What follows belongs to an exercise in optimizing a design on an open flow for small area; a production flow would make more cautious choices. Only simulation tests tie the RTL to the original design; equivalence was not proved. The clock input has no modelled driver; a real chip could not lean on it and would need a root buffer or a full tree. Power figures rest on the tool's default switching activity, not on a simulated workload.

// user_logic
module user_logic
(
  IR_signal,
  Interrupt,
  Bus2IP_Clk,
  Bus2IP_Reset,
  Bus2IP_Data,
  Bus2IP_BE,
  Bus2IP_RdCE,
  Bus2IP_WrCE,
  IP2Bus_Data,
  IP2Bus_RdAck,
  IP2Bus_WrAck,
  IP2Bus_Error
);
Size in the first run: about 380 cells after synthesis, ~97 flip-flops, ~81 I/O pins, ~4000 µm² of cells after synthesis.
clock: 10.0 ns
lec_check: 0
cap_margin: 20
core_margin: 2
core_utilization: 65
gpl_timing_driven: 0
slew_margin: 20
standard.sh (not shown) runs the stock make flow with config.mk's settings and CLKGATE_MAP_FILE= SYNTH_SCRIPT=/design/flow/synth_recipe.tcl, a recipe that flattens the netlist after the stock synthesis.
==> flow/flow/run.sh <==
#!/bin/bash
# The standard layout (standard synthesis unchanged) with three changes:
#  * port buffers are buf_1 instead of the default clkdlybuf4s50_1;
#  * the clock tree is rebuilt after CTS by clock_tree.tcl (POST_CTS hook):
#    CLK_NBUF buffers of type CLK_BUF_CELL, each fed from the clock port;
#  * CTS itself inserts no dummy loads.
# The full make output goes to flow_make.log in the work folder; ORFS's own
# per-step logs are under orfs/logs.
set -euo pipefail
cd "$(dirname "$0")/.."
export CLK_NBUF=3
export CLK_BUF_CELL=sky130_fd_sc_hd__clkbuf_16
bash standard.sh \
  BUFFER_PORTS_ARGS="-buffer_cell sky130_fd_sc_hd__buf_1" \
  CTS_ARGS="-sink_clustering_enable -repair_clock_nets -dont_use_dummy_load -buf_list sky130_fd_sc_hd__clkbuf_8" \
  REMOVE_ABC_BUFFERS=1 \
  POST_CTS_TCL="$(pwd)/flow/clock_tree.tcl" \
  finish > flow_make.log 2>&1
Other scripts of this flow, unchanged in this note and not shown: flow/flow/clock_tree.tcl
The baseline ran to the end with no violations.
Next try:
--- a/flow/flow/run.sh
+++ b/flow/flow/run.sh
@@ -15,3 +15,2 @@
   CTS_ARGS="-sink_clustering_enable -repair_clock_nets -dont_use_dummy_load -buf_list sky130_fd_sc_hd__clkbuf_8" \
-  REMOVE_ABC_BUFFERS=1 \
   POST_CTS_TCL="$(pwd)/flow/clock_tree.tcl" \
CAP_MARGIN = 0   (was 20)
GPL_TIMING_DRIVEN = not set   (was 0)
SLEW_MARGIN = 0   (was 20)
The changed run passed the timing, design-rule and antenna checks.
Wire length is higher slightly.
Clock power barely changes.
Via count stays flat.
In every run of this note, the design's own scripts or RTL, not TritonCTS, make the clock network.

========
user_logic again, from the RTL that the note above started with.
==> flow/design.v (excerpt) <==
module user_logic
(
  IR_signal,
  Interrupt,
  Bus2IP_Clk,
  Bus2IP_Reset,
  Bus2IP_Data,
  Bus2IP_BE,
  Bus2IP_RdCE,
  Bus2IP_WrCE,
  IP2Bus_Data,
  IP2Bus_RdAck,
  IP2Bus_WrAck,
  IP2Bus_Error
);
==> flow/config.mk <==
export PLATFORM = sky130hd
export DESIGN_NAME = user_logic
export DESIGN_NICKNAME = user_logic
export VERILOG_FILES = /design/flow/design.v
export SDC_FILE = /design/flow/constraint.sdc
export NUM_CORES = 4
export LEC_CHECK = 0
export CAP_MARGIN = 20
export CORE_MARGIN = 2
export CORE_UTILIZATION = 80
export SLEW_MARGIN = 20
==> flow/constraint.sdc <==
create_clock -name core_clock -period 10.0 [get_ports {Bus2IP_Clk}]
set_input_delay 2.0000 -clock core_clock [delete_from_list [all_inputs] [get_ports {Bus2IP_Clk}]]
set_output_delay 2.0000 -clock core_clock [all_outputs]
set_load 0.01 [all_outputs]
==> flow/flow/run.sh <==
#!/bin/bash
# The standard layout (standard synthesis unchanged) with three changes:
#  * port buffers are buf_1 instead of the default clkdlybuf4s50_1;
#  * the clock tree is rebuilt after CTS by clock_tree.tcl (POST_CTS hook):
#    CLK_NBUF buffers of type CLK_BUF_CELL, each fed from the clock port;
#  * CTS itself inserts no dummy loads.
# The full make output goes to flow_make.log in the work folder; ORFS's own
# per-step logs are under orfs/logs.
set -euo pipefail
cd "$(dirname "$0")/.."
export CLK_NBUF=3
export CLK_BUF_CELL=sky130_fd_sc_hd__clkbuf_16
bash standard.sh \
  BUFFER_PORTS_ARGS="-buffer_cell sky130_fd_sc_hd__buf_1" \
  CTS_ARGS="-sink_clustering_enable -repair_clock_nets -dont_use_dummy_load -buf_list sky130_fd_sc_hd__clkbuf_8" \
  POST_CTS_TCL="$(pwd)/flow/clock_tree.tcl" \
  finish > flow_make.log 2>&1
==> flow/flow/clock_tree.tcl <==
set nbuf [expr {[info exists ::env(CLK_NBUF)] ? $::env(CLK_NBUF) : 4}]
set balance [expr {[info exists ::env(CLK_BALANCE)] ? $::env(CLK_BALANCE) : 1}]
set bcell [expr {[info exists ::env(CLK_BUF_CELL)] ? $::env(CLK_BUF_CELL) : "sky130_fd_sc_hd__clkbuf_8"}]
set block [ord::get_db_block]
set clkport [$block findBTerm Bus2IP_Clk]
set clknet [$clkport getNet]
# walk the tree from the port: collect buffers and sinks
set sinks {}
set bufs {}
set todo [list $clknet]
while {[llength $todo]} {
  set net [lindex $todo 0]; set todo [lrange $todo 1 end]
  foreach it [$net getITerms] {
    set inst [$it getInst]
    if {![$it isInputSignal] && [$it getIoType] ne "INPUT"} { continue }
    set m [[$inst getMaster] getName]
    if {[string match "*clkbuf*" $m] || [string match "*clkinv*" $m]} {
      lappend bufs $inst
      lappend todo [[$inst findITerm X] getNet]
    } else {
      lappend sinks $it
    }
  }
}
foreach b $bufs {
  set on [[$b findITerm X] getNet]
  foreach it [$b getITerms] { if {[$it getNet] ne "NULL"} { $it disconnect } }
  odb::dbInst_destroy $b
  if {$on ne "NULL" && $on ne $clknet && [llength [$on getITerms]] == 0} { odb::dbNet_destroy $on }
}
foreach it $sinks { if {[$it getNet] ne "NULL"} { $it disconnect } }
# k-means on sink locations
set pts {}
foreach it $sinks {
  set bb [[$it getInst] getBBox]
  lappend pts [list [expr {([$bb xMin]+[$bb xMax])/2.0}] [expr {([$bb yMin]+[$bb yMax])/2.0}]]
}
set n [llength $pts]
set cents {}
set sorted [lsort -real -index 0 $pts]
for {set k 0} {$k < $nbuf} {incr k} { lappend cents [lindex $sorted [expr {int(($k+0.5)*$n/$nbuf)}]] }
for {set iter 0} {$iter < 50} {incr iter} {
  # balanced assignment: each buffer takes at most cap sinks; the sinks with
  # the most to lose from a second choice pick first
  set cap [expr {$balance ? ($n + $nbuf - 1) / $nbuf : $n}]
  set order {}
  set i 0
  foreach p $pts {
    set ds {}
    for {set k 0} {$k < $nbuf} {incr k} {
      set c [lindex $cents $k]
      lappend ds [expr {abs([lindex $p 0]-[lindex $c 0]) + abs([lindex $p 1]-[lindex $c 1])}]
    }
    set sd [lsort -real $ds]
    lappend order [list $i [expr {[lindex $sd 1] - [lindex $sd 0]}] $ds]
    incr i
  }
  set asg [lrepeat $n 0]
  set used [lrepeat $nbuf 0]
  foreach o [lsort -real -decreasing -index 1 $order] {
    set ds [lindex $o 2]
    set best -1; set bd 1e30
    for {set k 0} {$k < $nbuf} {incr k} {
      if {[lindex $used $k] < $cap && [lindex $ds $k] < $bd} { set bd [lindex $ds $k]; set best $k }
    }
    lset asg [lindex $o 0] $best
    lset used $best [expr {[lindex $used $best] + 1}]
  }
  set nc {}
  for {set k 0} {$k < $nbuf} {incr k} {
    set sx 0; set sy 0; set cnt 0
    foreach p $pts a $asg { if {$a == $k} { set sx [expr {$sx+[lindex $p 0]}]; set sy [expr {$sy+[lindex $p 1]}]; incr cnt } }
    if {$cnt} { lappend nc [list [expr {$sx/$cnt}] [expr {$sy/$cnt}]] } else { lappend nc [lindex $cents $k] }
  }
  set cents $nc
}
set master [[ord::get_db] findMaster $bcell]
for {set k 0} {$k < $nbuf} {incr k} {
  set b [odb::dbInst_create $block $master "clkbuf_leaf_$k"]
  set c [lindex $cents $k]
  $b setLocation [expr {int([lindex $c 0])}] [expr {int([lindex $c 1])}]
  $b setPlacementStatus PLACED
  set net [odb::dbNet_create $block "clknet_leaf_$k"]
  $net setSigType CLOCK
  [$b findITerm A] connect $clknet
  [$b findITerm X] connect $net
  set cnt 0
  foreach it $sinks a $asg { if {$a == $k} { $it connect $net; incr cnt } }
  puts "clk4: buffer $k ($bcell) drives $cnt sinks"
}
puts "clk4: removed [llength $bufs] CTS buffers, [llength $sinks] sinks"
detailed_placement
check_placement -verbose
The first run completed without violations.
Then changed:
--- a/flow/flow/clock_tree.tcl
+++ b/flow/flow/clock_tree.tcl
@@ -1,3 +1,2 @@
 set nbuf [expr {[info exists ::env(CLK_NBUF)] ? $::env(CLK_NBUF) : 4}]
-set balance [expr {[info exists ::env(CLK_BALANCE)] ? $::env(CLK_BALANCE) : 1}]
 set bcell [expr {[info exists ::env(CLK_BUF_CELL)] ? $::env(CLK_BUF_CELL) : "sky130_fd_sc_hd__clkbuf_8"}]
@@ -44,3 +43,3 @@
   # the most to lose from a second choice pick first
-  set cap [expr {$balance ? ($n + $nbuf - 1) / $nbuf : $n}]
+  set cap [expr {($n + $nbuf - 1) / $nbuf}]
   set order {}
Settings changed: CORE_UTILIZATION 80 to 65.
After rerunning:
- fmax came out higher by 4.2%
- cell area barely changes
- total power went down by 0.33%
- core utilization decreases by 18 points
- worst setup slack improves by 0.33 ns
- sequential share of layout area fell by 0.10 points
In every run of this note, the design's own scripts or RTL, not TritonCTS, make the clock network.

========
Setup of v57:
user_logic, a different RTL version from the one above (not shown whole).
Size: about 97 flip-flops, roughly 81 I/O pins.
clock: 10.0 ns
lec_check: 0
cap_margin: 20
core_margin: 2
core_utilization: 65
slew_margin: 20
==> flow/flow/run.sh <==
#!/bin/bash
set -euo pipefail
cd "$(dirname "$0")/.."
bash standard.sh \
  BUFFER_PORTS_ARGS="-buffer_cell sky130_fd_sc_hd__buf_1" \
  CTS_ARGS="-sink_clustering_enable -repair_clock_nets -dont_use_dummy_load -buf_list sky130_fd_sc_hd__clkbuf_8" \
  finish > flow_make.log 2>&1
--- input diff v57..v37 ---
Settings: setting GPL_TIMING_DRIVEN to 0 for the first time.
diff --git a/flow/flow/run.sh b/flow/flow/run.sh
--- a/flow/flow/run.sh
+++ b/flow/flow/run.sh
@@ -6,2 +6,3 @@
   CTS_ARGS="-sink_clustering_enable -repair_clock_nets -dont_use_dummy_load -buf_list sky130_fd_sc_hd__clkbuf_8" \
+  REMOVE_ABC_BUFFERS=1 RECOVER_POWER=100 \
   finish > flow_make.log 2>&1
Results
- Finished, but not clean: v37, with max-capacitance violations, max-slew violations.
- Compared with v57, in v37 total leakage power -0.032 nW, fmax has decreased.
- Final cell count grows slightly when moving from v57 to v37.
- The net switching power figure number comes out lower for v37 vs v57.
- v37 vs v57: setup slack down
The following lists how v22 was set up differently from v37:
Settings: clearing GPL_TIMING_DRIVEN, which used to be 0; swapping 65 for 40 in CORE_UTILIZATION.
diff --git a/flow/flow/run.sh b/flow/flow/run.sh
--- a/flow/flow/run.sh
+++ b/flow/flow/run.sh
@@ -6,3 +6,2 @@
   CTS_ARGS="-sink_clustering_enable -repair_clock_nets -dont_use_dummy_load -buf_list sky130_fd_sc_hd__clkbuf_8" \
-  REMOVE_ABC_BUFFERS=1 RECOVER_POWER=100 \
   finish > flow_make.log 2>&1
--- outcome ---
Looking at the reports, v22 completed the entire flow and the layout it produced met the timing, design-rule and antenna checks.
Higher clock power share goes to v22 over v37.
Compared to v37, v22 leaves more free space in the core.
Diff v37 -> v22 | wire length per cell | down by a few percent
Maximum frequency was lower in the run labelled v37.
Changes observed in v22 relative to v37: total power increased about 0.4%; global-route wire length before repair increased 0.36%.
v22 vs v37, number of non-clock buffers went down by 3.0%.
Between v37 and v22, the power share of the combinational group figures differ only marginally.
When v22 is measured against v37, its HPWL after detailed placement turns out about 0.8% higher.

[port drivers added, routing unchanged]
The results above use ideal ports. As a check the final layouts listed here were re-extracted and re-timed, cells and wires unchanged. Step 1 sets driving cells, clkbuf_16 on the clock port and buf_2 on the other inputs (assumed; they add their load-dependent delay and slew). Step 2 times the ports against the registers' clock, not the clock port: input delays grow and output delays shrink by t, the midpoint of the rising clock arrivals with the driver on. a / b / c = ideal ports / drivers / drivers and shift; a / b = the first two.
run	shift t [ns]	setup slack, ns	latest minus earliest clock arrival (ns)
the first run of note 1	0.232	2.214 / 2.214 / 2.214	0.011 / 0.011
the second run of note 1	0.232	2.191 / 2.191 / 2.191	0.008 / 0.008
the first run of note 2	0.230	1.861 / 1.861 / 1.861	0.017 / 0.017
the second run of note 2	0.232	2.191 / 2.191 / 2.191	0.008 / 0.008
v57	0.384	2.867 / 2.867 / 2.867	0.021 / 0.022
v37	0.373	2.445 / 2.445 / 2.445	0.024 / 0.024
v22	0.375	2.761 / 2.761 / 2.761	0.026 / 0.026
